Source: an optimization exercise on an open RTL-to-GDS flow (aim: small area). Production flows keep margins and buffers that such runs may drop. At most, simulation tests tie the RTL to the original design; equivalence was not proved. No functional check of the RTL was part of runs 1 to 4.

===== config.mk =====
export PLATFORM = sky130hd
export DESIGN_NAME = htop
export DESIGN_NICKNAME = htop
export VERILOG_FILES = /design/flow/design.v
export SDC_FILE = /design/flow/constraint.sdc
export NUM_CORES = 4
export LEC_CHECK = 0
export CAP_MARGIN = 20
export CORE_MARGIN = 2
export CORE_UTILIZATION = 30
export CTS_BUF_LIST = sky130_fd_sc_hd__clkbuf_8
export SLEW_MARGIN = 20
export SYNTH_HIERARCHICAL = 1

===== constraint.sdc =====
create_clock -name core_clock -period 6.5 [get_ports {clk_scl}]
set_input_delay 1.3000 -clock core_clock [delete_from_list [all_inputs] [get_ports {clk_scl}]]
set_output_delay 1.3000 -clock core_clock [all_outputs]
set_load 0.01 [all_outputs]

===== design.v =====
module fadd (input a, input b, input c, output s, output co);
assign {co, s} = a + b + c;
endmodule
module hadd (input a, input b, output s, output co);
assign {co, s} = a + b;
endmodule
module htop (
    rst_n_scl,clk_scl,
    scl_i_vsync,scl_i_hsync,
    scl_i_data_r,scl_i_data_g,scl_i_data_b,
    scl_cfg_mode,scl_cfg_rsz,scl_cfg_flt,scl_i_data_en,
    scl_o_vsync,scl_o_hsync,
    scl_o_data_en,
    scl_o_data_r,scl_o_data_g,scl_o_data_b);
input rst_n_scl,clk_scl;
input scl_i_vsync,scl_i_hsync;
input [7:0] scl_i_data_r,scl_i_data_g,scl_i_data_b;
input scl_i_data_en,scl_cfg_mode,scl_cfg_rsz;
input [1:0] scl_cfg_flt;
output scl_o_vsync,scl_o_hsync;
output scl_o_data_en;
output [7:0] scl_o_data_r,scl_o_data_g,scl_o_data_b;
reg [7:0] r0,r1,r2,r3,r4,r5,ro;
reg [7:0] g0,g1,g2,g3,g4,g5,go;
reg [7:0] b0,b1,b2,b3,b4,b5,bo;
reg e0,e1,e2,e3,e4;         
reg k2,k3,k4,k5,ko;         
reg [1:0] cnt;              
reg [5:0] vsync_d,hsync_d;
reg vo,ho;
reg cset1, rev;
reg selg, selh, xfr, xfg, yf;
wire mode = scl_cfg_mode;
wire keep1 = !mode || (scl_cfg_rsz ? (cnt == 2'd0) : !cnt[0]);
wire ldr = mode & k2;
wire ldg = mode & k3;
wire ldb = mode & k4;
wire [7:0] rd = xfr ? r0 : r1;
wire [7:0] gd = xfg ? g1 : g2;
wire [7:0] xa = selg ? g4 : r3;
wire [7:0] xb = selg ? g3 : r2;
wire [7:0] xc = selh ? g2 : r1;
wire [7:0] xd = selh ? gd : rd;
wire [7:0] yd = yf ? b2 : b3;
wire [15:0] ua, ub, uc, ud, uy;
assign ua = {rev ? yd : b5, rev ? xd : xa};
assign ub = {rev ? b3 : b4, rev ? xc : xb};
assign uc = {rev ? b4 : b3, rev ? xb : xc};
assign ud = {rev ? b5 : yd, rev ? xa : xd};
wire [7:0] yx = uy[7:0];
wire [7:0] yy = uy[15:8];
genvar u;
generate for (u = 0; u < 2; u = u + 1) begin : unit
    wire [7:0] a = ua[8*u +: 8];
    wire [7:0] b = ub[8*u +: 8];
    wire [7:0] c = uc[8*u +: 8];
    wire [7:0] d = ud[8*u +: 8];
    wire set1 = cset1;
    wire [7:0] y;
    wire [7:0] na = ~a, nb = ~b, nd = ~d;
    wire n0 = !set1 & a[0];
    wire n1 = !set1 & a[1];
    wire n2 = !set1 & a[2];
    wire n3 = set1 ? c[0] : a[3];
    wire n4 = set1 ? c[1] : a[4];
    wire n5 = set1 ? c[2] : a[5];
    wire n6 = set1 ? c[3] : a[6];
    wire n7 = set1 ? c[4] : a[7];
    wire n8 = set1 & c[5];
    wire n9 = set1 & c[6];
    wire n10 = set1 & c[7];
    wire n11 = !set1 & b[0];
    wire n12 = set1 ? d[0] : b[1];
    wire n13 = set1 ? d[1] : b[2];
    wire n14 = set1 ? d[2] : b[3];
    wire n15 = set1 ? d[3] : b[4];
    wire n16 = set1 ? d[4] : b[5];
    wire n17 = set1 ? d[5] : b[6];
    wire n18 = set1 ? d[6] : b[7];
    wire n19 = set1 & d[7];
    wire n20 = !(!set1 & b[0]);
    wire n21 = !(set1 ? a[0] : b[1]);
    wire n22 = !(set1 ? a[1] : b[2]);
    wire n23 = !(set1 ? a[2] : b[3]);
    wire n24 = !(set1 ? a[3] : b[4]);
    wire n25 = !(set1 ? a[4] : b[5]);
    wire n26 = !(set1 ? a[5] : b[6]);
    wire n27 = !(set1 ? a[6] : b[7]);
    wire n28 = !(set1 & a[7]);
    wire n29 = !set1 & c[0];
    wire n30 = !set1 & c[1];
    wire n31 = set1 ? c[0] : c[2];
    wire n32 = set1 ? c[1] : c[3];
    wire n33 = set1 ? c[2] : c[4];
    wire n34 = set1 ? c[3] : c[5];
    wire n35 = set1 ? c[4] : c[6];
    wire n36 = set1 ? c[5] : c[7];
    wire n37 = set1 & c[6];
    wire n38 = set1 & c[7];
    wire n39 = !(!set1 & d[0]);
    wire n40 = !(set1 ? a[0] : d[1]);
    wire n41 = !(set1 ? a[1] : d[2]);
    wire n42 = !(set1 ? a[2] : d[3]);
    wire n43 = !(set1 ? a[3] : d[4]);
    wire n44 = !(set1 ? a[4] : d[5]);
    wire n45 = !(set1 ? a[5] : d[6]);
    wire n46 = !(set1 ? a[6] : d[7]);
    wire n47 = !(set1 & a[7]);
    wire n48 = !(set1 & b[0]);
    wire n49 = !(set1 & b[1]);
    wire n50 = !(set1 & b[2]);
    wire n51 = !(set1 & b[3]);
    wire n52 = !(set1 & b[4]);
    wire n53 = !(set1 & b[5]);
    wire n54 = !(set1 & b[6]);
    wire n55 = !(set1 & b[7]);
    wire n56 = !(set1 & b[0]);
    wire n57 = !(set1 & b[1]);
    wire n58 = !(set1 & b[2]);
    wire n59 = !(set1 & b[3]);
    wire n60 = !(set1 & b[4]);
    wire n61 = !(set1 & b[5]);
    wire n62 = !(set1 & b[6]);
    wire n63 = !(set1 & b[7]);
    wire n64 = set1 & c[0];
    wire n65 = set1 & c[1];
    wire n66 = set1 & c[2];
    wire n67 = set1 & c[3];
    wire n68 = set1 & c[4];
    wire n69 = set1 & c[5];
    wire n70 = set1 & c[6];
    wire n71 = set1 & c[7];
    wire n72 = !(set1 & d[0]);
    wire n73 = !(set1 & d[1]);
    wire n74 = !(set1 & d[2]);
    wire n75 = !(set1 & d[3]);
    wire n76 = !(set1 & d[4]);
    wire n77 = !(set1 & d[5]);
    wire n78 = !(set1 & d[6]);
    wire n79 = !(set1 & d[7]);
    wire n80 = !n0;
    wire n81 = !na[0];
    wire n82 = !na[1];
    wire n83 = !na[2];
    wire n84 = !na[3];
    wire n85 = !na[5];
    wire n86 = !na[7];
    wire n87 = !b[3];
    wire n88 = !b[4];
    wire n89 = !b[7];
    wire n90 = !b[7];
    wire n91 = !b[7];
    wire n92, n93;
    hadd un92 (.a(c[4]), .b(n5), .s(n92), .co(n93));
    wire n94, n95;
    fadd un94 (.a(na[4]), .b(c[5]), .c(n6), .s(n94), .co(n95));
    wire n96, n97;
    fadd un96 (.a(c[6]), .b(n7), .c(n17), .s(n96), .co(n97));
    wire n98, n99;
    hadd un98 (.a(n23), .b(n32), .s(n98), .co(n99));
    wire n100, n101;
    fadd un100 (.a(na[6]), .b(c[7]), .c(n8), .s(n100), .co(n101));
    wire n102, n103;
    fadd un102 (.a(n18), .b(n24), .c(n33), .s(n102), .co(n103));
    wire n104, n105;
    hadd un104 (.a(n47), .b(n49), .s(n104), .co(n105));
    wire n106, n107;
    fadd un106 (.a(b[0]), .b(n9), .c(n19), .s(n106), .co(n107));
    wire n108, n109;
    fadd un108 (.a(n25), .b(n34), .c(n50), .s(n108), .co(n109));
    wire n110, n111;
    fadd un110 (.a(b[1]), .b(n10), .c(n26), .s(n110), .co(n111));
    wire n112, n113;
    hadd un112 (.a(c[2]), .b(n3), .s(n112), .co(n113));
    wire n114, n115;
    fadd un114 (.a(c[3]), .b(n4), .c(n14), .s(n114), .co(n115));
    wire n116, n117;
    fadd un116 (.a(n20), .b(n29), .c(n43), .s(n116), .co(n117));
    wire n118, n119;
    fadd un118 (.a(n92), .b(n15), .c(n21), .s(n118), .co(n119));
    wire n120, n121;
    fadd un120 (.a(n30), .b(n44), .c(n58), .s(n120), .co(n121));
    wire n122, n123;
    hadd un122 (.a(n72), .b(na[2]), .s(n122), .co(n123));
    wire n124, n125;
    fadd un124 (.a(n94), .b(n16), .c(n22), .s(n124), .co(n125));
    wire n126, n127;
    fadd un126 (.a(n31), .b(n45), .c(n59), .s(n126), .co(n127));
    wire n128, n129;
    fadd un128 (.a(n73), .b(na[3]), .c(n93), .s(n128), .co(n129));
    wire n130, n131;
    fadd un130 (.a(n96), .b(n98), .c(n46), .s(n130), .co(n131));
    wire n132, n133;
    fadd un132 (.a(n48), .b(n60), .c(n64), .s(n132), .co(n133));
    wire n134, n135;
    fadd un134 (.a(n74), .b(n85), .c(n95), .s(n134), .co(n135));
    wire n136, n137;
    fadd un136 (.a(n100), .b(n102), .c(n104), .s(n136), .co(n137));
    wire n138, n139;
    fadd un138 (.a(n61), .b(n65), .c(n75), .s(n138), .co(n139));
    wire n140, n141;
    fadd un140 (.a(na[5]), .b(n97), .c(n99), .s(n140), .co(n141));
    wire n142, n143;
    fadd un142 (.a(n106), .b(n108), .c(n62), .s(n142), .co(n143));
    wire n144, n145;
    fadd un144 (.a(n66), .b(n76), .c(n86), .s(n144), .co(n145));
    wire n146, n147;
    fadd un146 (.a(n101), .b(n103), .c(n105), .s(n146), .co(n147));
    wire n148, n149;
    fadd un148 (.a(n110), .b(n35), .c(n51), .s(n148), .co(n149));
    wire n150, n151;
    fadd un150 (.a(n63), .b(n67), .c(n77), .s(n150), .co(n151));
    wire n152, n153;
    fadd un152 (.a(na[7]), .b(n107), .c(n109), .s(n152), .co(n153));
    wire n154, n155;
    fadd un154 (.a(b[2]), .b(n27), .c(n36), .s(n154), .co(n155));
    wire n156, n157;
    fadd un156 (.a(n52), .b(n68), .c(n78), .s(n156), .co(n157));
    wire n158, n159;
    fadd un158 (.a(n28), .b(n37), .c(n53), .s(n158), .co(n159));
    wire n160, n161;
    hadd un160 (.a(c[0]), .b(n1), .s(n160), .co(n161));
    wire n162, n163;
    fadd un162 (.a(c[1]), .b(n2), .c(n12), .s(n162), .co(n163));
    wire n164, n165;
    fadd un164 (.a(n112), .b(n13), .c(n42), .s(n164), .co(n165));
    wire n166, n167;
    hadd un166 (.a(n56), .b(na[0]), .s(n166), .co(n167));
    wire n168, n169;
    fadd un168 (.a(n114), .b(n116), .c(n57), .s(n168), .co(n169));
    wire n170, n171;
    fadd un170 (.a(na[1]), .b(n83), .c(n113), .s(n170), .co(n171));
    wire n172, n173;
    fadd un172 (.a(n118), .b(n120), .c(n122), .s(n172), .co(n173));
    wire n174, n175;
    fadd un174 (.a(n84), .b(n115), .c(n117), .s(n174), .co(n175));
    wire n176, n177;
    fadd un176 (.a(n124), .b(n126), .c(n128), .s(n176), .co(n177));
    wire n178, n179;
    fadd un178 (.a(n119), .b(n121), .c(n123), .s(n178), .co(n179));
    wire n180, n181;
    fadd un180 (.a(n130), .b(n132), .c(n134), .s(n180), .co(n181));
    wire n182, n183;
    fadd un182 (.a(n125), .b(n127), .c(n129), .s(n182), .co(n183));
    wire n184, n185;
    fadd un184 (.a(n136), .b(n138), .c(n140), .s(n184), .co(n185));
    wire n186, n187;
    fadd un186 (.a(n131), .b(n133), .c(n135), .s(n186), .co(n187));
    wire n188, n189;
    fadd un188 (.a(n142), .b(n144), .c(n146), .s(n188), .co(n189));
    wire n190, n191;
    fadd un190 (.a(n137), .b(n139), .c(n141), .s(n190), .co(n191));
    wire n192, n193;
    fadd un192 (.a(n148), .b(n150), .c(n152), .s(n192), .co(n193));
    wire n194, n195;
    fadd un194 (.a(n143), .b(n145), .c(n147), .s(n194), .co(n195));
    wire n196, n197;
    fadd un196 (.a(n154), .b(n156), .c(n111), .s(n196), .co(n197));
    wire n198, n199;
    fadd un198 (.a(n149), .b(n151), .c(n153), .s(n198), .co(n199));
    wire n200, n201;
    fadd un200 (.a(n158), .b(n69), .c(n79), .s(n200), .co(n201));
    wire n202, n203;
    fadd un202 (.a(n87), .b(n155), .c(n157), .s(n202), .co(n203));
    wire n204, n205;
    fadd un204 (.a(n38), .b(n54), .c(n70), .s(n204), .co(n205));
    wire n206, n207;
    fadd un206 (.a(b[3]), .b(n88), .c(n159), .s(n206), .co(n207));
    wire n208, n209;
    fadd un208 (.a(b[5]), .b(n55), .c(n71), .s(n208), .co(n209));
    wire n210, n211;
    hadd un210 (.a(n160), .b(n11), .s(n210), .co(n211));
    wire n212, n213;
    fadd un212 (.a(n162), .b(n41), .c(n81), .s(n212), .co(n213));
    wire n214, n215;
    fadd un214 (.a(n164), .b(n166), .c(n82), .s(n214), .co(n215));
    wire n216, n217;
    fadd un216 (.a(n168), .b(n170), .c(n165), .s(n216), .co(n217));
    wire n218, n219;
    fadd un218 (.a(n172), .b(n174), .c(n169), .s(n218), .co(n219));
    wire n220, n221;
    fadd un220 (.a(n176), .b(n178), .c(n173), .s(n220), .co(n221));
    wire n222, n223;
    fadd un222 (.a(n180), .b(n182), .c(n177), .s(n222), .co(n223));
    wire n224, n225;
    fadd un224 (.a(n184), .b(n186), .c(n181), .s(n224), .co(n225));
    wire n226, n227;
    fadd un226 (.a(n188), .b(n190), .c(n185), .s(n226), .co(n227));
    wire n228, n229;
    fadd un228 (.a(n192), .b(n194), .c(n189), .s(n228), .co(n229));
    wire n230, n231;
    fadd un230 (.a(n196), .b(n198), .c(n193), .s(n230), .co(n231));
    wire n232, n233;
    fadd un232 (.a(n200), .b(n202), .c(n197), .s(n232), .co(n233));
    wire n234, n235;
    fadd un234 (.a(n204), .b(n206), .c(n201), .s(n234), .co(n235));
    wire n236, n237;
    fadd un236 (.a(n208), .b(b[4]), .c(n205), .s(n236), .co(n237));
    wire n238, n239;
    hadd un238 (.a(n210), .b(n40), .s(n238), .co(n239));
    wire n240, n241;
    fadd un240 (.a(n212), .b(n161), .c(n211), .s(n240), .co(n241));
    wire n242, n243;
    fadd un242 (.a(n214), .b(n163), .c(n213), .s(n242), .co(n243));
    wire n244, n245;
    fadd un244 (.a(n216), .b(n167), .c(n215), .s(n244), .co(n245));
    wire n246, n247;
    fadd un246 (.a(n218), .b(n171), .c(n217), .s(n246), .co(n247));
    wire n248, n249;
    fadd un248 (.a(n220), .b(n175), .c(n219), .s(n248), .co(n249));
    wire n250, n251;
    fadd un250 (.a(n222), .b(n179), .c(n221), .s(n250), .co(n251));
    wire n252, n253;
    fadd un252 (.a(n224), .b(n183), .c(n223), .s(n252), .co(n253));
    wire n254, n255;
    fadd un254 (.a(n226), .b(n187), .c(n225), .s(n254), .co(n255));
    wire n256, n257;
    fadd un256 (.a(n228), .b(n191), .c(n227), .s(n256), .co(n257));
    wire n258, n259;
    fadd un258 (.a(n230), .b(n195), .c(n229), .s(n258), .co(n259));
    wire n260, n261;
    fadd un260 (.a(n232), .b(n199), .c(n231), .s(n260), .co(n261));
    wire n262, n263;
    fadd un262 (.a(n234), .b(n203), .c(n233), .s(n262), .co(n263));
    wire n264, n265;
    fadd un264 (.a(n236), .b(n207), .c(n235), .s(n264), .co(n265));
    wire n266, n267;
    fadd un266 (.a(b[6]), .b(n209), .c(n237), .s(n266), .co(n267));
    wire [18:0] sx = {n91, n90, n89, n266, n264, n262, n260, n258, n256, n254, n252, n250, n248, n246, n244, n242, n240, n238, n39};
    wire [18:0] sy = {1'b0, 1'b0, n267, n265, n263, n261, n259, n257, n255, n253, n251, n249, n247, n245, n243, n241, n239, n0, n80};
    wire [18:0] s = sx + sy;
    assign y = s[18] ? 8'd0 : (s[17] ? 8'd255 : s[16:9]);
    assign uy[8*u +: 8] = y;
end endgenerate
wire fr = e1 & !e2;    
wire fg = e2 & !e3;
wire fb = e3 & !e4;
always @(posedge clk_scl) begin
    r0 <= scl_i_data_r;
    g0 <= scl_i_data_g;
    b0 <= scl_i_data_b;
    if (e0) r1 <= r0;
    if (e1) g2 <= g1;
    if (e2) b3 <= b2;
    r2 <= r1;
    r3 <= ldr ? yx : (fr ? r1 : r2);
    r4 <= r3; r5 <= r4; ro <= r5;
    g1 <= g0; g3 <= g2;
    g4 <= ldg ? yx : (fg ? g2 : g3);
    g5 <= g4; go <= g5;
    b1 <= b0; b2 <= b1; b4 <= b3;
    b5 <= ldb ? yy : (fb ? b3 : b4);
    bo <= b5;
    cnt <= (e0 & e1) ? cnt + 2'd1 : 2'd0;
    cset1 <= scl_cfg_flt[0] ^ scl_cfg_flt[1];
    rev <= scl_cfg_flt[1];
    e1 <= e0; e2 <= e1; e3 <= e2; e4 <= e3;
    selg <= k2;
    selh <= k2 & scl_cfg_mode;    
    xfr <= e0 & scl_i_data_en;
    xfg <= e1 & e0;
    yf <= e2 & e1;
end
always @(posedge clk_scl or negedge rst_n_scl) begin
    if (!rst_n_scl) begin
        e0 <= 0;
        k2 <= 0; k3 <= 0; k4 <= 0; k5 <= 0; ko <= 0;
        vsync_d <= 0; hsync_d <= 0; vo <= 0; ho <= 0;
    end else begin
        e0 <= scl_i_data_en;
        k2 <= e1 & keep1; k3 <= k2; k4 <= k3; k5 <= k4; ko <= k5;
        vsync_d <= {vsync_d[4:0], scl_i_vsync};
        hsync_d <= {hsync_d[4:0], scl_i_hsync};
        vo <= vsync_d[5];
        ho <= hsync_d[5];
    end
end
assign scl_o_data_r = ro;
assign scl_o_data_g = go;
assign scl_o_data_b = bo;
assign scl_o_data_en = ko;
assign scl_o_vsync = vo;
assign scl_o_hsync = ho;
endmodule

===== flow/run.sh =====
#!/bin/bash
# The standard layout (the standard.sh, standard synthesis unchanged), with the port
# buffers made from the smallest buffer cell, and non-critical gates downsized after global routing. make's full output goes to layout.log here;
# each ORFS step also keeps its own log under orfs/logs/.
set -euo pipefail
export BUFFER_PORTS_ARGS="-buffer_cell sky130_fd_sc_hd__buf_1"
export RECOVER_POWER=100
bash standard.sh > layout.log 2>&1

===== standard.sh =====
#!/bin/bash
# synth_recipe.tcl (not shown) runs the flow's synth.tcl, then flattens the netlist and writes it again
# the make line also repeats each setting of config.mk as NAME=value (left out here)
make -C /OpenROAD-flow-scripts/flow DESIGN_CONFIG=/design/flow/config.mk WORK_HOME=/design/flow/orfs CLKGATE_MAP_FILE= SYNTH_SCRIPT=/design/flow/synth_recipe.tcl "${@:-finish}"

==> results of run 1 <==
Yosys cell counts, types with 24 or more instances:
cell        n
mux2_2     35
edfxtp_1   24
fa_1      158
a21oi_1    48
inv_1      48
nand2_1   106
mux2i_1    64
dfxtp_1   157
o21ai_0    47
clkbuf_1   30
ha_1       53
nor2_1     73
cell type report:
class	instances	area share, %
inverter	49	1.304
timing repair buffer	104	4.214
sequential	201	31.01
multi-input combinational	783	54.14
tap	532	4.720
clock inverter	20	1.384
clock buffer	33	3.220
routing by layer:
| metal | vias up | global-route usage, % | wire length, um |
|---|---|---|---|
| met3 | 41 | 1.821 | 1567 |
| li1 | 3879 | - | - |
| met2 | 259 | 24.44 | 14630 |
| met1 | 4222 | 20.04 | 13740 |
| met5 | - | 0 | 0 |
| met4 | 0 | 4.949 | 758 |
worst register-to-register path, delay by kind of cell (launching register included):
family                     cells  cell delay, ns
DFF                            1            0.46
AOI/OAI and AO/OA              7            1.87
muxes                          1            0.30
adders and majority gates      6            2.74
and+or+nand+nor                3            0.77
timing repair:
action,CTS,global route
resized for setup,0,23
buffers inserted,0,1
endpoints found under the setup margin,0,24
hold buffers,0,0
final timing paths:
kind                       cells after the start      start  slack, ns          to
max                                           17      g2[5]       0.27       g4[1]
min                                            0      r5[6]       0.31       ro[6]
max reg2reg                                   17      g2[5]       0.27       g4[1]
min reg2reg                                    0      r5[6]       0.31       ro[6]
max in group asynchronous                      1  rst_n_scl       4.99  hsync_d[5]
min in group asynchronous                      1  rst_n_scl       0.89  vsync_d[2]
cells by family (layout without fill, tap and decap cells):
| group | count (synthesis) | count (layout) |
|---|---|---|
| xor gates and xnor gates | 18 | 18 |
| AOI/OAI and AO/OA | 192 | 192 |
| buffers and inverters | 94 | 206 |
| muxes | 100 | 100 |
| DFF | 201 | 201 |
| adders and majority gates | 211 | 211 |
| and+or+nand+nor | 262 | 262 |
per-module statistics from Yosys (local to each module, per instance):
module | cell area (um^2) | cells | flops+latches
hadd | 12.51 | 1 | 0
fadd | 20.02 | 1 | 0
htop | 8934 | 902 | 201
per-stage QoR:
step                instances  setup slack, ns  utilization, %
floorplan                1078           0.2189               -
global placement         1668           0.1661           32.93
detailed placement       1668           0.1202           32.93
CTS                      1721           0.1027           34.53
global route             1722         0.005057           34.70
finish                   1722           0.2696           34.70
==> flow_summary.json, run 1 <==
{
  "status": "no timing/DRC/antenna violations",
  "gr-total-overflow": 0,
  "max_freq_mhz": 160.5,
  "path_cells": "mux2_2, a21oi_1, nand2_1, o21a_1, a21boi_0, fa_1, fa_1, fa_1, fa_1, fa_1, ha_1, a2111oi_1, a21oi_1, or4_1, o211ai_4, nor3_4, a211oi_1",
  "placed_area_um2": 13390,
  "grt_pass1_vias": 8596,
  "clk_latency_ns": 0.58,
  "drcViolationCount": 0,
  "yosysSeqAreaShare_pct": 35.42,
  "synthXorXnorAreaFrac_pct": 1.340,
  "cts_root_buffer": "clkbuf_8",
  "core_um2": 40650,
  "worstMarginPinSlew_ns": 1.022,
  "initial_utilization_pct": 30.31,
  "maxCapViolations": 0,
  "rsz0062_at_grt": "false",
  "critPathKind": "flop to flop",
  "hpwlAfterDp_um": 24950,
  "drt.antenna.violating_nets": 0,
  "drt_iter0_markers": 559,
  "avgSynthCellArea_um2": 11.43,
  "fin_skew_ns": 0.02246,
  "synth_top_family_by_area": "adder cells",
  "numPortBuffers": 59,
  "multi_input_area_um2": 7636,
  "yosysWarnings": 7,
  "cp-end-kind": "flop",
  "grt_usage_pct": 14.77,
  "layout-drive-gt1-share_pct": 13.87,
  "synth.area.mux_share_pct": 8.519,
  "timing.hold.ws_ns": 0.3057,
  "worstPathArrival_ns": 6.68,
  "numCtsBuffers": 29,
  "die_width_um": 206.7,
  "layout_commonest_cell": "fa_1",
  "path_common_cell": "fa_1",
  "drtPass1Iterations": 5,
  "path_delay_family": "adder cells",
  "clkTransAtPathRegs_ns": 0.08,
  "dieArea_um2": 42710,
  "seqCellArea_um2": 4374,
  "syn_area_um2": 12320,
  "synth-edff-count": 24,
  "vias": 8401,
  "synth_ff_type": "dfxtp_1",
  "max_stage_delay_ns": 0.57,
  "via_per_inst": 4.879,
  "fin_crit_ns": 6.230,
  "critical_path_buf_inv_count": 0,
  "worstSetupStartpointType": "flop",
  "yosys-top-cells-area": "fa_1, dfxtp_1, edfxtp_1",
  "n_fill_cell": 4056,
  "cts_max_path_buffers": 3,
  "setup_viol": 0,
  "antenna_found_initial": 0,
  "grt_max_degree": 101,
  "finalHoldViolations": 0,
  "most-common-layout-cells": "fa_1, dfxtp_1, nand2_1, nor2_1, mux2i_1",
  "clock_sinks": 201,
  "tritoncts": "yes",
  "finalMaxSlewViolations": 0,
  "synth_fa_ha_area_share_pct": 31.05,
  "yosys.cell_types.count": 70,
  "async_flop_share_pct": 9.950,
  "ys_ff_latch": 201,
  "synth_top_area_share_pct": 25.67,
  "io_pins": 60,
  "worst-path-max-fanout": 7,
  "slowest_stage": "or4_1",
  "synthSimpleGateAreaFrac_pct": 9.657,
  "finalCritPeriodShare_pct": 95.85,
  "synth_compound_gate_area_share_pct": 10.95,
  "syn_inst": 1078,
  "cp.required_ns": 6.95,
  "area_growth_pct": 14.46,
  "slew_headroom_pct": 31.86,
  "hold_class": "flop to flop",
  "antennaDiodeCount": 0,
  "row_count": 74,
  "synth_fp_nets": 1322,
  "finalWirelength_um": 30700,
  "synth_top_area_cell": "fa_1",
  "grt_pass1_wl_um": 48360,
  "die_h_um": 206.7,
  "nets": 1412,
  "design_area_um2": 14100,
  "setup_tns_ns": 0,
  "routedWlPerCell_um": 17.83,
  "htree_levels": 1,
  "gp_congestion": 0.9596
}
==> inputs of run 2 (changes only) <==
--- a/design.v
+++ b/design.v
@@ -26,5 +26,4 @@
 reg e0,e1,e2,e3,e4;         
 reg k2,k3,k4,k5,ko;         
-reg [1:0] cnt;              
 reg [5:0] vsync_d,hsync_d;
 reg vo,ho;
@@ -32,5 +31,5 @@
 reg selg, selh, xfr, xfg, yf;
 wire mode = scl_cfg_mode;
-wire keep1 = !mode || (scl_cfg_rsz ? (cnt == 2'd0) : !cnt[0]);
+wire keep1 = !mode || (scl_cfg_rsz ? (!e2 || (k5 & e2 & e3 & e4)) : !(e2 & k2));
 wire ldr = mode & k2;
 wire ldg = mode & k3;
@@ -352,5 +351,4 @@
     b5 <= ldb ? yy : (fb ? b3 : b4);
     bo <= b5;
-    cnt <= (e0 & e1) ? cnt + 2'd1 : 2'd0;
     cset1 <= scl_cfg_flt[0] ^ scl_cfg_flt[1];
     rev <= scl_cfg_flt[1];
--- a/config.mk
+++ b/config.mk
@@ -8,5 +8,5 @@
 export CAP_MARGIN = 20
 export CORE_MARGIN = 2
-export CORE_UTILIZATION = 30
+export CORE_UTILIZATION = 40
 export CTS_BUF_LIST = sky130_fd_sc_hd__clkbuf_8
 export SLEW_MARGIN = 20
==> flow_summary.json, run 2 <==
{
  "postCtsHoldBufs": 0,
  "finalMaxSlewViolations": 0,
  "initial_utilization_pct": 40.39,
  "hpwlAfterDp_um": 23930,
  "tritoncts": "yes",
  "finalCritPeriodShare_pct": 96.62,
  "most-common-layout-cells": "fa_1, dfxtp_1, nand2_1, nor2_1, mux2i_1",
  "worstPathArrival_ns": 6.62,
  "die_width_um": 179.3,
  "area_growth_pct": 10.28,
  "timing.hold.ws_ns": 0.3326,
  "die_h_um": 179.3,
  "yosys.cell_types.count": 72,
  "clock_sinks": 199,
  "worstMarginPinSlew_ns": 1.019,
  "async_flop_share_pct": 10.05,
  "max_freq_mhz": 159.2,
  "n_fill_cell": 2839,
  "max_stage_delay_ns": 0.54,
  "cts_root_buffer": "clkbuf_8",
  "placed_area_um2": 13140,
  "dieArea_um2": 32140,
  "drt.antenna.violating_nets": 0,
  "setup_viol": 0,
  "gr-total-overflow": 0,
  "finalWirelength_um": 28890,
  "critPathKind": "flop to flop",
  "syn_inst": 1077,
  "row_count": 64,
  "antenna_found_initial": 0,
  "setup_tns_ns": 0,
  "path_common_cell": "fa_1",
  "layout-drive-gt1-share_pct": 11.91,
  "core_um2": 30430,
  "grt_pass1_wl_um": 46310,
  "maxCapViolations": 0,
  "clk_latency_ns": 0.48,
  "cts_max_path_buffers": 2,
  "grt_pass1_vias": 8399,
  "yosysWarnings": 7,
  "multi_input_area_um2": 7594,
  "layout_commonest_cell": "fa_1",
  "synth_top_area_cell": "fa_1",
  "drcViolationCount": 0,
  "postLayoutCoreUtil_pct": 44.54,
  "path_cells": "mux2_2, a21oi_1, nand2_1, o21a_1, inv_1, o21ai_0, fa_1, fa_1, fa_1, fa_1, fa_1, ha_1, a211o_1, a311oi_4, o21a_4, o311ai_1, buf_4, nor2b_1, o22ai_1",
  "design_area_um2": 13550,
  "vias": 8135,
  "cp.required_ns": 6.84,
  "routedWlPerCell_um": 18.58,
  "yosysSeqAreaShare_pct": 35.18,
  "via_per_inst": 5.232,
  "cp-end-kind": "flop",
  "worstSetupStartpointType": "flop",
  "synth-edff-count": 24,
  "fin_skew_ns": 0.01047,
  "slowest_stage": "fa_1",
  "grt_max_degree": 104,
  "status": "no timing/DRC/antenna violations",
  "avgSynthCellArea_um2": 11.41,
  "syn_area_um2": 12290,
  "worst-path-max-fanout": 7,
  "yosys-top-cells-count": "fa_1, dfxtp_1, nand2_1",
  "synth_ff_type": "dfxtp_1",
  "ys_ff_latch": 199,
  "rsz0062_at_grt": "false",
  "yosysMostFrequentCell": "fa_1",
  "io_pins": 60,
  "numPortBuffers": 59,
  "nets": 1389,
  "seqCellArea_um2": 4332,
  "clkTransAtPathRegs_ns": 0.11,
  "numCtsBuffers": 17,
  "gp_congestion": 0.9544,
  "htree_levels": 4,
  "synth_top_area_share_pct": 25.74,
  "antennaDiodeCount": 0,
  "synth_fp_nets": 1320,
  "grt_usage_pct": 19.07,
  "slew_headroom_pct": 32.06,
  "finalHoldViolations": 0,
  "drtPass1Iterations": 5,
  "drt_iter0_markers": 506,
  "yosys-top-cells-area": "fa_1, dfxtp_1, edfxtp_1",
  "fin_crit_ns": 6.280,
  "hold_class": "flop to flop"
}
==> run 2: cell count changes after synthesis, moves of 6 or more <==
cell	delta
nand2_1	+8
o21ai_0	-8
a211oi_1	-7
and2_1	+7
mux2_2	-7
xor2_1	-6
==> run 2: path summary, 6_finish.rpt <==
path / startpoint / to / slack, ns / cells after the start
worst max-delay path: g2[6] / r3[2] / 0.22 / 19
worst min-delay path: r5[2] / ro[2] / 0.33 / 0
worst max register to register: g2[6] / r3[2] / 0.22 / 19
worst min register to register: r5[2] / ro[2] / 0.33 / 0
max in group asynchronous: rst_n_scl / vo / 4.92 / 1
min in group asynchronous: rst_n_scl / hsync_d[0] / 0.97 / 1
==> run 2: metal layers <==
layer | track usage [%] | part of all wire, % | up-vias
met5 | 0 | 0 | -
met4 | 5.444 | 2.1 | 0
met3 | 3.923 | 5.6 | 43
met2 | 28.74 | 44 | 242
met1 | 27.73 | 48 | 4022
li1 | - | - | 3828
==> run 2: repair_timing <==
action	CTS	global route
setup endpoints to repair	0	23
resized for setup	0	16
buffers inserted	0	2
==> run 2: area by class of cell <==
cell class	instances	share of cell area (%)
clock buffer	17	1.726
clock inverter	15	1.163
inverter	47	1.329
multi-input combinational	788	56.02
sequential	199	31.96
tap	396	3.656
timing repair buffer	93	4.145
==> run 2: Yosys stat by module (local to each module, per instance) <==
module	cells	cell area [um^2]
hadd	1	12.51
fadd	1	20.02
htop	901	8902
==> run 2: stage by stage <==
stage | setup WS (ns) | cells
2_1_floorplan | 0.4877 | 1077
3_3_place_gp | 0.2908 | 1521
3_5_place_dp | 0.2255 | 1521
4_1_cts | 0.2005 | 1553
5_1_grt | 0.01550 | 1555
6_report | 0.2195 | 1555
==> run 2: worst max-delay path, delay by kind of cell (launching register included) <==
family,cells,cell delay (ns)
simple gates,2,0.43
fa+ha+maj,6,2.89
compound gates,8,1.75
flops,1,0.46
mux,1,0.29
buf+inv,2,0.31
==> run 2: logic make-up after synthesis <==
logic type | Yosys count | share of synthesized area [%]
AOI/OAI and AO/OA | 197 | 11.20
xor gates and xnor gates | 12 | 0.8552
adders and majority gates | 210 | 31.03
buffers and inverters | 90 | 2.983
DFF | 199 | 35.18
muxes | 100 | 8.704
and+or+nand+nor | 269 | 10.05
==> inputs of run 3 (changes only) <==
--- a/design.v
+++ b/design.v
@@ -29,5 +29,5 @@
 reg vo,ho;
 reg cset1, rev;
-reg selg, selh, xfr, xfg, yf;
+reg selg, selh, xf, yf;
 wire mode = scl_cfg_mode;
 wire keep1 = !mode || (scl_cfg_rsz ? (!e2 || (k5 & e2 & e3 & e4)) : !(e2 & k2));
@@ -35,10 +35,9 @@
 wire ldg = mode & k3;
 wire ldb = mode & k4;
-wire [7:0] rd = xfr ? r0 : r1;
-wire [7:0] gd = xfg ? g1 : g2;
 wire [7:0] xa = selg ? g4 : r3;
 wire [7:0] xb = selg ? g3 : r2;
 wire [7:0] xc = selh ? g2 : r1;
-wire [7:0] xd = selh ? gd : rd;
+wire [7:0] xd0 = selh ? g1 : r0;
+wire [7:0] xd = xf ? xd0 : xc;
 wire [7:0] yd = yf ? b2 : b3;
 wire [15:0] ua, ub, uc, ud, uy;
@@ -356,6 +355,5 @@
     selg <= k2;
     selh <= k2 & scl_cfg_mode;    
-    xfr <= e0 & scl_i_data_en;
-    xfg <= e1 & e0;
+    xf <= k2 ? (e1 & e0) : (e0 & scl_i_data_en);
     yf <= e2 & e1;
 end
==> flow_summary.json, run 3 <==
{
  "layout-drive-gt1-share_pct": 13.97,
  "via_per_inst": 5.210,
  "synth_top_area_share_pct": 26.09,
  "place_ws_ns": 0.1818,
  "cts_root_buffer": "clkbuf_8",
  "hpwlAfterDp_um": 24370,
  "syn_inst": 1087,
  "yosysMostFrequentCell": "fa_1",
  "clock_sinks": 198,
  "maxCapViolations": 0,
  "status": "no timing/DRC/antenna violations",
  "area_growth_pct": 11.02,
  "grt_usage_pct": 19.71,
  "grt_pass1_wl_um": 46770,
  "finalWorstSetupSlack_ns": 0.2835,
  "vias": 8221,
  "antenna_found_initial": 0,
  "finalHoldViolations": 0,
  "worst-path-max-fanout": 14,
  "finalMaxSlewViolations": 0,
  "numPortBuffers": 59,
  "die_h_um": 178.1,
  "ys_ff_latch": 198,
  "worstPathArrival_ns": 6.56,
  "yosysWarnings": 7,
  "antennaDiodeCount": 0,
  "synth_ff_type": "dfxtp_1",
  "slew_headroom_pct": 29.43,
  "clkTransAtPathRegs_ns": 0.10,
  "finalCritPeriodShare_pct": 95.64,
  "drtPass1Iterations": 5,
  "cp.required_ns": 6.85,
  "synth_top_area_cell": "fa_1",
  "gp_congestion": 0.9239,
  "critPathKind": "flop to flop",
  "tritoncts": "yes",
  "avgSynthCellArea_um2": 11.15,
  "cts_max_path_buffers": 2,
  "hold_class": "flop to flop",
  "syn_area_um2": 12120,
  "die_width_um": 178.1,
  "routedWlPerCell_um": 18.85,
  "yosysSeqAreaShare_pct": 35.50,
  "synth-edff-count": 24,
  "io_pins": 60,
  "yosys-top-cells-area": "fa_1, dfxtp_1, edfxtp_1",
  "worstSetupStartpointType": "flop",
  "worstMarginPinSlew_ns": 1.059,
  "async_flop_share_pct": 10.10,
  "layout_commonest_cell": "fa_1",
  "yosys-top-cells-count": "fa_1, dfxtp_1, nor2_1",
  "htree_levels": 4,
  "drt_iter0_markers": 571,
  "yosys.cell_types.count": 64,
  "grt_pass1_vias": 8594,
  "max_freq_mhz": 160.9,
  "gr-total-overflow": 0,
  "dieArea_um2": 31720,
  "cp-end-kind": "flop",
  "synth_fp_nets": 1330,
  "grt_max_degree": 103,
  "most-common-layout-cells": "fa_1, dfxtp_1, nor2_1, nand2_1, a21oi_1",
  "clk_latency_ns": 0.47,
  "row_count": 63,
  "setup_viol": 0,
  "drcViolationCount": 0,
  "fin_skew_ns": 0.02193,
  "nets": 1418,
  "postLayoutCoreUtil_pct": 45.29,
  "numCtsBuffers": 17,
  "fin_crit_ns": 6.216,
  "finalWirelength_um": 29740,
  "drt.antenna.violating_nets": 0,
  "initial_utilization_pct": 40.79,
  "core_um2": 29720
}
-- run 3: cell count changes in the layout (fill, tap and decap cells not counted), sizes merged, moves of 6 or more --
cell	delta
and2	-12
mux2i	-22
a21oi	+12
nand2	-12
nor2	+34
o221ai	-6
buf	+17
mux2	+11
o21ai	+20
-- run 3: metal layers --
layer  global-route usage, %  vias up  part of all wire, %
li1                        -     3880                    -
met1                   24.44     4082                   42
met2                   34.29      207                   50
met3                   3.410       52                  4.3
met4                   7.445        0                  3.3
met5                       0        -                    0
-- run 3: path summary, 6_finish.rpt --
| check | start | to | slack (ns) | depth (start not counted) |
|---|---|---|---|---|
| worst max-delay path | selh | r3[3] | 0.28 | 22 |
| worst min-delay path | g0[0] | g1[0] | 0.33 | 0 |
| worst max register to register | selh | r3[3] | 0.28 | 22 |
| worst min register to register | g0[0] | g1[0] | 0.33 | 0 |
| max in group asynchronous | rst_n_scl | ho | 4.85 | 1 |
| min in group asynchronous | rst_n_scl | k3 | 0.99 | 1 |
-- run 3: kinds of logic after synthesis --
logic type | Yosys count | share of synthesized area, %
simple gates | 279 | 10.19
fa+ha+maj | 210 | 31.46
compound gates | 202 | 10.59
flops | 198 | 35.50
buf+inv | 92 | 2.931
mux | 90 | 7.957
xor+xnor | 16 | 1.373
-- run 3: cell type report --
class                      instances  area (um^2)
fill                            2761        16260
multi-input combinational        797         7495
sequential                       198         4310
timing repair buffer             112        641.9
tap                              390        488.0
clock buffer                      17        234.0
inverter                          49        183.9
clock inverter                    15        106.4
-- run 3: Yosys stat by module (local to each module, per instance) --
module | cell area [um^2] | flip-flops and latches | cells inside
fadd | 20.02 | 0 | 1
hadd | 12.51 | 0 | 1
htop | 8735 | 198 | 911
-- run 3: critical path, stage by stage, from the launching register on --
cell and delay, ns:
dfxtp_2 0.41, buf_12 0.17, mux2_2 0.37, nor2_1 0.09
a21oi_1 0.06, mux2i_1 0.25, nand2b_1 0.19, inv_1 0.07
fa_1 0.47, fa_1 0.53, fa_1 0.52, fa_1 0.54
fa_1 0.49, ha_1 0.38, nand2_1 0.10, o22ai_2 0.23
nand3_1 0.10, o31a_1 0.32, o41ai_2 0.22, and4bb_4 0.27
buf_4 0.14, o21ai_2 0.07, o21ai_1 0.09
-- run 3: repair_timing --
| item | 4_1_cts | 5_1_grt |
|---|---|---|
| endpoints found under the hold margin | 0 | 0 |
| buffers inserted | 0 | 7 |
| hold buffers | 0 | 0 |
| resized for setup | 0 | 12 |
| endpoints found under the setup margin | 0 | 24 |
-- run 3: metrics by stage --
step / cells / instance area [um^2] / setup TNS, ns / hold WS (ns)
global placement: 1539 / 13030 / 0 / 0.3106
CTS: 1571 / 13370 / 0 / 0.3253
floorplan: 1087 / 12120 / 0 / 0.3096
detailed placement: 1539 / 13030 / 0 / 0.3121
finish: 1578 / 13460 / 0 / 0.3255
global route: 1578 / 13460 / -0.0001958 / 0.3309
==> inputs of run 4 (changes only) <==
--- a/config.mk
+++ b/config.mk
@@ -8,5 +8,5 @@
 export CAP_MARGIN = 20
 export CORE_MARGIN = 2
-export CORE_UTILIZATION = 40
+export CORE_UTILIZATION = 30
 export CTS_BUF_LIST = sky130_fd_sc_hd__clkbuf_8
 export SLEW_MARGIN = 20
==> flow_summary.json, run 4 <==
{
  "io_pins": 60,
  "slew_headroom_pct": 28.82,
  "min-delay-start": "g0[6]",
  "worst-path-max-fanout": 11,
  "synth_fp_nets": 1330,
  "top_layer_used": "met4",
  "cts_root_buffer": "clkbuf_8",
  "finalCritPeriodShare_pct": 95.98,
  "drt-met1-wl_um": 12820,
  "synth_fa_ha_area_share_pct": 31.46,
  "finalHoldViolations": 0,
  "fin_crit_ns": 6.239,
  "maxCapViolations": 0,
  "nets": 1412,
  "synth_top_area_cell": "fa_1",
  "numCtsBuffers": 17,
  "worstReg2RegEnd": "r3[0]",
  "setup_tns_ns": 0,
  "area_growth_pct": 12.74,
  "worstSetupStartpointType": "flop",
  "place_inst": 1674,
  "numPortBuffers": 59,
  "placed_area_um2": 13230,
  "gr-total-overflow": 0,
  "reg2regPathDepth": 18,
  "syn_area_um2": 12120,
  "finalMaxSlewViolations": 0,
  "n_fill_cell": 4061,
  "path_common_cell": "fa_1",
  "fin_skew_ns": 0.01805,
  "synth_ff_type": "dfxtp_1",
  "yosys-top-cells-area": "fa_1, dfxtp_1, edfxtp_1",
  "yosysMostFrequentCell": "fa_1",
  "design_area_um2": 13670,
  "layout_commonest_cell": "fa_1",
  "hpwlAfterDp_um": 24370,
  "clkTransAtPathRegs_ns": 0.11,
  "finalWirelength_um": 29660,
  "die_h_um": 205.0,
  "critPathKind": "flop to flop",
  "async_flop_share_pct": 10.10,
  "row_count": 73,
  "dr_wl_met2_um": 14520,
  "vias": 8266,
  "postLayoutCoreUtil_pct": 34.32,
  "synth.area.mux_share_pct": 7.957,
  "synth_compound_gate_area_share_pct": 10.59,
  "ys_ff_latch": 198,
  "layout-drive-gt1-share_pct": 13.28,
  "r2r_start": "selh",
  "hold_class": "flop to flop",
  "yosys-top-cells-count": "fa_1, dfxtp_1, nor2_1",
  "htree_levels": 4,
  "status": "no timing/DRC/antenna violations",
  "gp_congestion": 0.9424,
  "reg2reg_slack_ns": 0.26,
  "whs_path_depth": 0,
  "grt_max_degree": 103,
  "syn_inst": 1087,
  "routedWlPerCell_um": 17.37,
  "yosysSeqAreaShare_pct": 35.50,
  "max_stage_delay_ns": 0.59,
  "yosysWarnings": 7,
  "path_cells": "buf_6, mux2_2, mux2_2, and2_1, fa_1, fa_1, fa_1, fa_1, fa_1, ha_1, a21o_1, a21oi_1, nor2_1, o21ai_0, nor3_1, and4bb_4, o311ai_2, o21ai_1",
  "cts_max_path_buffers": 2,
  "worstPathArrival_ns": 6.63,
  "drt_iter0_markers": 516,
  "clock_sinks": 198,
  "setup_viol": 0,
  "grt_pass1_wl_um": 48070,
  "grt_usage_pct": 14.97,
  "drt.antenna.violating_nets": 0,
  "drtPass1Iterations": 5,
  "antenna_found_initial": 1,
  "yosys.cell_types.count": 64,
  "tritoncts": "yes",
  "grt_pass1_vias": 8758,
  "die_width_um": 205.0,
  "initial_utilization_pct": 30.44,
  "most-common-layout-cells": "fa_1, dfxtp_1, nor2_1, nand2_1, a21oi_1",
  "clk_latency_ns": 0.47,
  "synth_top_family_by_area": "adder cells",
  "cp-end-kind": "flop",
  "cp.required_ns": 6.89,
  "postCtsHoldBufs": 0,
  "slowest_stage": "fa_1",
  "via_per_inst": 4.840,
  "worstMarginPinSlew_ns": 1.068,
  "synth-edff-count": 24,
  "synthXorXnorAreaFrac_pct": 1.373,
  "core_um2": 39820,
  "drcViolationCount": 0,
  "dieArea_um2": 42030,
  "max_freq_mhz": 160.3,
  "avgSynthCellArea_um2": 11.15,
  "final_cells": 1708,
  "whs_endpoint": "g1[6]",
  "synthSimpleGateAreaFrac_pct": 10.19,
  "synth_top_area_share_pct": 26.09,
  "route.met3.wl_um": 1514
}
[run 4: cell counts after synthesis]
No cell type changed its count.
[run 4: cell type report]
cell class / count / area, um^2 / share of cell area (%)
multi-input cells: 797 / 7488 / 54.79
inverters: 49 / 187.7 / 1.373
diodes: 1 / 2.502 / 0.01831
flip-flops and latches: 198 / 4312 / 31.55
well taps: 525 / 656.9 / 4.806
clock inverters: 13 / 117.6 / 0.8606
clock buffers: 19 / 261.5 / 1.913
repair buffers: 106 / 640.6 / 4.687
[run 4: stage by stage]
step	worst slack (ns)	hold WS, ns
floorplan	0.3766	0.3096
global route	-0.006521	0.3396
CTS	0.09781	0.3249
finish	0.2611	0.3244
detailed placement	0.1368	0.3121
global placement	0.2713	0.3106
[run 4: worst max path at each step]
stage | startpoint | endpoint | slack [ns] | cells after the start
2_1_floorplan | selg | r3[5] | 0.38 | 22
3_3_place_gp | selh | r3[0] | 0.27 | 22
3_5_place_dp | selh | r3[0] | 0.14 | 22
4_1_cts | selh | r3[0] | 0.1 | 22
5_1_grt | selg | r3[4] | -0.007 | 23
6_report | selh | r3[0] | 0.26 | 18
[run 4: per-module statistics from Yosys, one instance, submodules excluded]
module	cell area [um^2]	cells
fadd	20.02	1
hadd	12.51	1
htop	8735	911
[run 4: layer usage]
| metal | up-vias | global-route usage, % |
|---|---|---|
| met5 | - | 0 |
| met4 | 0 | 4.830 |
| met3 | 55 | 2.418 |
| met2 | 274 | 25.54 |
| met1 | 4080 | 19.35 |
| li1 | 3857 | - |
[run 4: cells by family after synthesis]
logic type,after synthesis
buf+inv,92
xor+xnor,16
mux,90
fa+ha+maj,210
flops,198
compound gates,202
simple gates,279
[run 4: repair_timing]
action | CTS | global route
gates resized for setup | 0 | 13
setup endpoints to repair | 0 | 24
buffers inserted | 0 | 1
[run 4: critical path, delay by kind of cell, from the launching register on]
kind	cells	cell delay, ns
adder cells (fa/ha/maj)	6	2.90
AO/OA/AOI/OAI	5	1.11
AND/OR/NAND/NOR	4	0.87
multiplexers	2	0.69
flip-flops	1	0.40
buffers and inverters	1	0.17
==> inputs of run 5 (changes only) <==
--- a/design.v
+++ b/design.v
@@ -26,4 +26,5 @@
 reg e0,e1,e2,e3,e4;         
 reg k2,k3,k4,k5,ko;         
+reg [1:0] cnt;              
 reg [5:0] vsync_d,hsync_d;
 reg vo,ho;
@@ -31,5 +32,5 @@
 reg selg, selh, xf, yf;
 wire mode = scl_cfg_mode;
-wire keep1 = !mode || (scl_cfg_rsz ? (!e2 || (k5 & e2 & e3 & e4)) : !(e2 & k2));
+wire keep1 = !mode || (scl_cfg_rsz ? (cnt == 2'd0) : !cnt[0]);
 wire ldr = mode & k2;
 wire ldg = mode & k3;
@@ -350,4 +351,5 @@
     b5 <= ldb ? yy : (fb ? b3 : b4);
     bo <= b5;
+    cnt <= (e0 & e1) ? cnt + 2'd1 : 2'd0;
     cset1 <= scl_cfg_flt[0] ^ scl_cfg_flt[1];
     rev <= scl_cfg_flt[1];
--- a/config.mk
+++ b/config.mk
@@ -8,5 +8,5 @@
 export CAP_MARGIN = 20
 export CORE_MARGIN = 2
-export CORE_UTILIZATION = 30
+export CORE_UTILIZATION = 35
 export CTS_BUF_LIST = sky130_fd_sc_hd__clkbuf_8
 export SLEW_MARGIN = 20
==> flow_summary.json, run 5 <==
{
  "max_freq_mhz": 160.6,
  "slew_headroom_pct": 34.42,
  "layout-drive-gt1-share_pct": 11.92,
  "syn_area_um2": 11990,
  "synth-edff-count": 24,
  "max_stage_delay_ns": 0.61,
  "yosysMostFrequentCell": "fa_1",
  "cp.required_ns": 6.88,
  "numCtsBuffers": 17,
  "grt_pass1_wl_um": 44580,
  "routedWlPerCell_um": 17.65,
  "yosys-top-cells-area": "fa_1, dfxtp_1, edfxtp_1",
  "gp_congestion": 0.9630,
  "finalWirelength_um": 28050,
  "critPathKind": "flop to flop",
  "yosysSeqAreaShare_pct": 36.23,
  "dieArea_um2": 35760,
  "fin_skew_ns": 0.02016,
  "drcViolationCount": 0,
  "hpwlAfterDp_um": 22850,
  "via_per_inst": 4.976,
  "core_um2": 33620,
  "cts_max_path_buffers": 2,
  "multi_input_area_um2": 7435,
  "crit_start": "selh",
  "fin_crit_ns": 6.227,
  "vias": 7907,
  "antenna_found_initial": 0,
  "htree_levels": 4,
  "avgSynthCellArea_um2": 11.36,
  "area_growth_pct": 12.51,
  "synth_top_area_share_pct": 26.38,
  "cp.depth": 22,
  "most-common-layout-cells": "fa_1, dfxtp_1, nand2_1, nor2_1, a21oi_1",
  "cts_root_buffer": "clkbuf_8",
  "drt_iter0_markers": 755,
  "r2r_start": "selh",
  "finalCritPeriodShare_pct": 95.79,
  "clkTransAtPathRegs_ns": 0.11,
  "worstReg2RegEnd": "g4[6]",
  "path_common_cell": "fa_1",
  "finalMaxSlewViolations": 0,
  "reg2regPathDepth": 22,
  "worstMarginPinSlew_ns": 0.9837,
  "grt_pass1_vias": 8029,
  "drtPass1Iterations": 5,
  "maxCapViolations": 0,
  "drt.antenna.violating_nets": 0,
  "ys_ff_latch": 200,
  "synth_top_area_cell": "fa_1",
  "die_width_um": 189.1,
  "grt_usage_pct": 16.18,
  "yosys-top-cells-count": "fa_1, dfxtp_1, nand2_1",
  "design_area_um2": 13490,
  "synth_ff_type": "dfxtp_1",
  "clk_latency_ns": 0.47,
  "seqCellArea_um2": 4349,
  "antennaDiodeCount": 0,
  "numPortBuffers": 59,
  "die_h_um": 189.1,
  "yosys.cell_types.count": 58,
  "worstPathArrival_ns": 6.60,
  "reg2reg_slack_ns": 0.27,
  "io_pins": 60,
  "status": "no timing/DRC/antenna violations",
  "cp-end-kind": "flop",
  "initial_utilization_pct": 35.67,
  "hold_class": "flop to flop",
  "cp-endpoint": "g4[6]",
  "nets": 1372,
  "min-delay-start": "g0[2]",
  "setup_viol": 0,
  "synth_fp_nets": 1300,
  "n_fill_cell": 3226,
  "tritoncts": "yes",
  "row_count": 67,
  "finalHoldViolations": 0,
  "yosysWarnings": 7,
  "grt_max_degree": 56,
  "syn_inst": 1056,
  "clock_sinks": 200,
  "worstSetupStartpointType": "flop",
  "slowest_stage": "fa_1",
  "critical_path_buf_inv_count": 1,
  "worst-path-max-fanout": 7,
  "path_delay_family": "adder cells",
  "placed_area_um2": 12900,
  "gr-total-overflow": 0,
  "path_cells": "buf_4, mux2_2, nor2_1, a21oi_1, nor2_1, a21oi_1, nand2_1, o21ai_0, fa_1, fa_1, fa_1, fa_1, fa_1, ha_4, a21o_1, a21o_1, a21oi_1, a2bb2oi_2, o31ai_4, o41ai_4, xnor2_2, a221oi_1",
  "async_flop_share_pct": 10.00,
  "postCtsHoldBufs": 0,
  "layout_commonest_cell": "fa_1"
}
## run 5: cell count changes in the layout (fill, tap and decap cells not counted), sizes merged, moves of 6 or more
cell,delta
mux2,-12
a221oi,+8
buf,-13
mux2i,+13
a21oi,+11
nor2,-16
o21ai,-9
a21o,+6
nand2,-8
## run 5: timing repair
action | in CTS | in global routing
pin swaps | 0 | 1
buffers inserted | 0 | 1
resized for setup | 1 | 24
endpoints found under the setup margin | 4 | 23
## run 5: per-layer routing
layer	track usage (%)	up-vias	routed length, um
met5	0	-	0
met4	5.288	0	595
met3	2.280	33	1398
met2	24.92	248	12790
met1	23.47	3890	13270
li1	-	3736	-
## run 5: final cells by class
cell class / count / area share [%]
flip-flops and latches: 200 / 32.24
multi-input cells: 768 / 55.11
clock inverters: 15 / 1.595
inverters: 47 / 1.308
clock buffers: 17 / 1.734
well taps: 448 / 4.155
repair buffers: 94 / 3.867
## run 5: worst min-delay path by stage
stage / endpoint / slack, ns / cells past startpoint
after floorplan: b1[0] / 0.31 / 0
after detailed placement: b1[4] / 0.31 / 0
after global placement: b1[7] / 0.31 / 0
final: g1[2] / 0.33 / 0
after CTS: b2[3] / 0.33 / 0
after global routing: go[1] / 0.34 / 0
## run 5: logic make-up after synthesis
logic type / after synthesis / synth area share, %
xor gates and xnor gates: 16 / 1.325
AOI/OAI and AO/OA: 208 / 10.82
and+or+nand+nor: 242 / 8.869
DFF: 200 / 36.23
buffers and inverters: 88 / 2.849
muxes: 91 / 8.003
adders and majority gates: 211 / 31.91
## run 5: per-module statistics from Yosys (local to each module, per instance)
module  area [um^2]  cells inside
fadd          20.02             1
hadd          12.51             1
htop           8603           880
## run 5: per-stage QoR
stage                     hold WS, ns  utilization, %  cells  worst slack [ns]  TNS, ns
after floorplan                0.3096               -   1056            0.3152        0
after global placement         0.3098           38.39   1556            0.1790        0
after detailed placement       0.3121           38.39   1556           0.03991        0
after CTS                      0.3276           39.73   1588           0.07321        0
after global routing           0.3422           40.13   1589          -0.09361  -0.3936
final                          0.3270           40.13   1589            0.2735        0
==> inputs of run 6 (changes only) <==
--- a/config.mk
+++ b/config.mk
@@ -8,5 +8,5 @@
 export CAP_MARGIN = 20
 export CORE_MARGIN = 2
-export CORE_UTILIZATION = 35
+export CORE_UTILIZATION = 28
 export CTS_BUF_LIST = sky130_fd_sc_hd__clkbuf_8
 export SLEW_MARGIN = 20
==> flow_summary.json, run 6 <==
{
  "numPortBuffers": 59,
  "yosysMostFrequentCell": "fa_1",
  "setup_viol": 0,
  "yosys.cell_types.count": 58,
  "worstMarginPinSlew_ns": 1.003,
  "numCtsBuffers": 17,
  "yosysWarnings": 7,
  "slew_headroom_pct": 33.11,
  "met2_usage_pct": 22.06,
  "dieArea_um2": 44500,
  "most-common-layout-cells": "fa_1, dfxtp_1, nand2_1, nor2_1, a21oi_1",
  "grt_max_degree": 101,
  "area_growth_pct": 13.10,
  "path_common_cell": "fa_1",
  "async_flop_share_pct": 10.00,
  "setup_tns_ns": 0,
  "nets": 1390,
  "clk_latency_ns": 0.48,
  "die_width_um": 210.9,
  "via_per_inst": 4.659,
  "drt_iter0_markers": 504,
  "finalHoldViolations": 0,
  "gp_congestion": 0.9196,
  "synth-edff-count": 24,
  "grt_pass1_vias": 8342,
  "status": "no timing/DRC/antenna violations",
  "drtPass1Iterations": 5,
  "row_count": 75,
  "grt-busiest-layer": "met2",
  "core_um2": 42130,
  "clkTransAtPathRegs_ns": 0.10,
  "synth_top_area_share_pct": 26.38,
  "path_cells": "mux2_2, or2_2, o21ai_0, inv_1, a21oi_1, fa_1, fa_1, fa_1, fa_1, fa_1, ha_1, a21o_1, a21oi_1, a31o_2, a41oi_2, a41oi_4, xnor2_4, nor2_2, a221oi_1",
  "slowest_stage": "fa_1",
  "antennaDiodeCount": 0,
  "drcViolationCount": 0,
  "syn_area_um2": 11990,
  "drt.antenna.violating_nets": 0,
  "yosys-top-cells-area": "fa_1, dfxtp_1, edfxtp_1",
  "worstSetupStartpointType": "flop",
  "worst-path-max-fanout": 7,
  "timing.hold.ws_ns": 0.3290,
  "grt_pass1_wl_um": 46550,
  "yosys-top-cells-count": "fa_1, dfxtp_1, nand2_1",
  "routedWlPerCell_um": 17.30,
  "grt_usage_pct": 13.74,
  "layout_commonest_cell": "fa_1",
  "avgSynthCellArea_um2": 11.36,
  "met1_usage_pct": 18.94,
  "layout-drive-gt1-share_pct": 12.51,
  "clock_sinks": 200,
  "critPathKind": "flop to flop",
  "hpwlAfterDp_um": 24480,
  "initial_utilization_pct": 28.46,
  "hold_class": "flop to flop",
  "fin_skew_ns": 0.01687,
  "max_freq_mhz": 161.0,
  "synth_ff_type": "dfxtp_1",
  "synth_fp_nets": 1300,
  "global_route.usage.met3_pct": 2.067,
  "finalCritPeriodShare_pct": 95.56,
  "maxCapViolations": 0,
  "finalWirelength_um": 29370,
  "cts_root_buffer": "clkbuf_8",
  "rsz0062_at_grt": "false",
  "finalMaxSlewViolations": 0,
  "worstPathArrival_ns": 6.58,
  "cp.required_ns": 6.87,
  "max_stage_delay_ns": 0.51,
  "syn_inst": 1056,
  "fin_crit_ns": 6.211,
  "cp-end-kind": "flop",
  "io_pins": 60,
  "vias": 7911,
  "cts_max_path_buffers": 2,
  "ys_ff_latch": 200,
  "htree_levels": 4,
  "yosysSeqAreaShare_pct": 36.23,
  "tritoncts": "yes",
  "antenna_found_initial": 0,
  "gr-total-overflow": 0,
  "synth_top_area_cell": "fa_1",
  "die_h_um": 210.9
}
[run 6: cell counts after synthesis]
Identical to the previous run, type by type.
[run 6: area by class of cell]
class,count,area (um^2)
timing repair buffer,112,640.6
multi-input combinational,768,7356
clock buffer,17,234.0
clock inverter,15,126.4
inverter,47,180.2
tap,539,674.4
sequential,200,4350
fill,4255,28570
[run 6: layer usage]
metal / vias up / share of wire, %
li1: 3777 / -
met1: 3919 / 47
met2: 187 / 47
met3: 28 / 4.1
met4: 0 / 2.2
met5: - / 0
[run 6: metrics by stage]
step | setup WS (ns) | cells | utilization, % | instance area, um^2
floorplan | 0.3152 | 1056 | - | 11990
global placement | 0.2174 | 1665 | 31.19 | 13140
detailed placement | 0.1683 | 1665 | 31.19 | 13140
CTS | 0.07520 | 1697 | 32.04 | 13500
global route | 0.007231 | 1698 | 32.19 | 13560
finish | 0.2889 | 1698 | 32.19 | 13560
[run 6: path summary, 6_finish.rpt]
path                           start  slack, ns  depth (start not counted)         end
max in group asynchronous  rst_n_scl       4.93                          1  hsync_d[3]
min                            g5[2]       0.33                          0       go[2]
min reg2reg                    g5[2]       0.33                          0       go[2]
min in group asynchronous  rst_n_scl       0.97                          1  vsync_d[3]
max                             selh       0.29                         19       r3[4]
max reg2reg                     selh       0.29                         19       r3[4]
[run 6: logic make-up (layout without fill, tap and decap cells)]
logic type	count (synthesis)	after routing	synth area share, %
simple gates	242	242	8.869
fa+ha+maj	211	211	31.91
compound gates	208	208	10.82
flops	200	200	36.23
mux	91	91	8.003
buf+inv	88	191	2.849
xor+xnor	16	16	1.325
[run 6: modules after synthesis, one instance, submodules excluded]
| module | cells | copies in the design | flip-flops and latches | cell area (um^2) |
|---|---|---|---|---|
| fadd | 1 | 158 | 0 | 20.02 |
| hadd | 1 | 18 | 0 | 12.51 |
| htop | 880 | 1 | 200 | 8603 |
[run 6: critical path, delay by kind of cell (launching register included)]
kind / cells / cell delay (ns)
and+or+nand+nor: 2 / 0.36
xor gates and xnor gates: 1 / 0.25
buffers and inverters: 1 / 0.15
AOI/OAI and AO/OA: 8 / 1.69
adders and majority gates: 6 / 2.84
DFF: 1 / 0.43
muxes: 1 / 0.38
[run 6: timing repair]
action                     in CTS  in global routing
hold buffers                    0                  0
hold endpoints to repair        0                  0
buffers inserted                0                  1
setup endpoints to repair       0                 23
resized for setup               0                 16

==> what the ideal ports hide <==
The results above use ideal ports. As a check the final layouts listed here were re-extracted and re-timed, cells and wires unchanged. Step 1 sets driving cells, clkbuf_16 on the clock port and buf_2 on the other inputs (assumed; they add their load-dependent delay and slew). Step 2 adds t to the input delays and takes it off the output delays; t is the mean of the earliest and latest rising clock arrival at the registers after step 1. Input paths then give back, and output paths get back, about the clock's delay inside the block. Three values: ideal ports, drivers, drivers and shift; two values: the first two.
| run | t, ns | setup WS [ns] | slew at the worst register clock pin (ns) | worst data-port slew with drivers (ns) |
|---|---|---|---|---|
| run 1 | 0.613 | 0.270 / 0.270 / 0.270 | 0.08 / 0.08 | 0.05 |
| run 2 | 0.506 | 0.220 / 0.220 / 0.220 | 0.11 / 0.11 | 0.03 |
| run 3 | 0.498 | 0.284 / 0.284 / 0.284 | 0.11 / 0.11 | 0.04 |
| run 4 | 0.513 | 0.261 / 0.261 / 0.261 | 0.11 / 0.11 | 0.05 |
| run 5 | 0.500 | 0.273 / 0.273 / 0.273 | 0.11 / 0.11 | 0.04 |
| run 6 | 0.518 | 0.289 / 0.289 / 0.289 | 0.11 / 0.11 | 0.04 |
After both steps setup and hold are still met in every run listed.
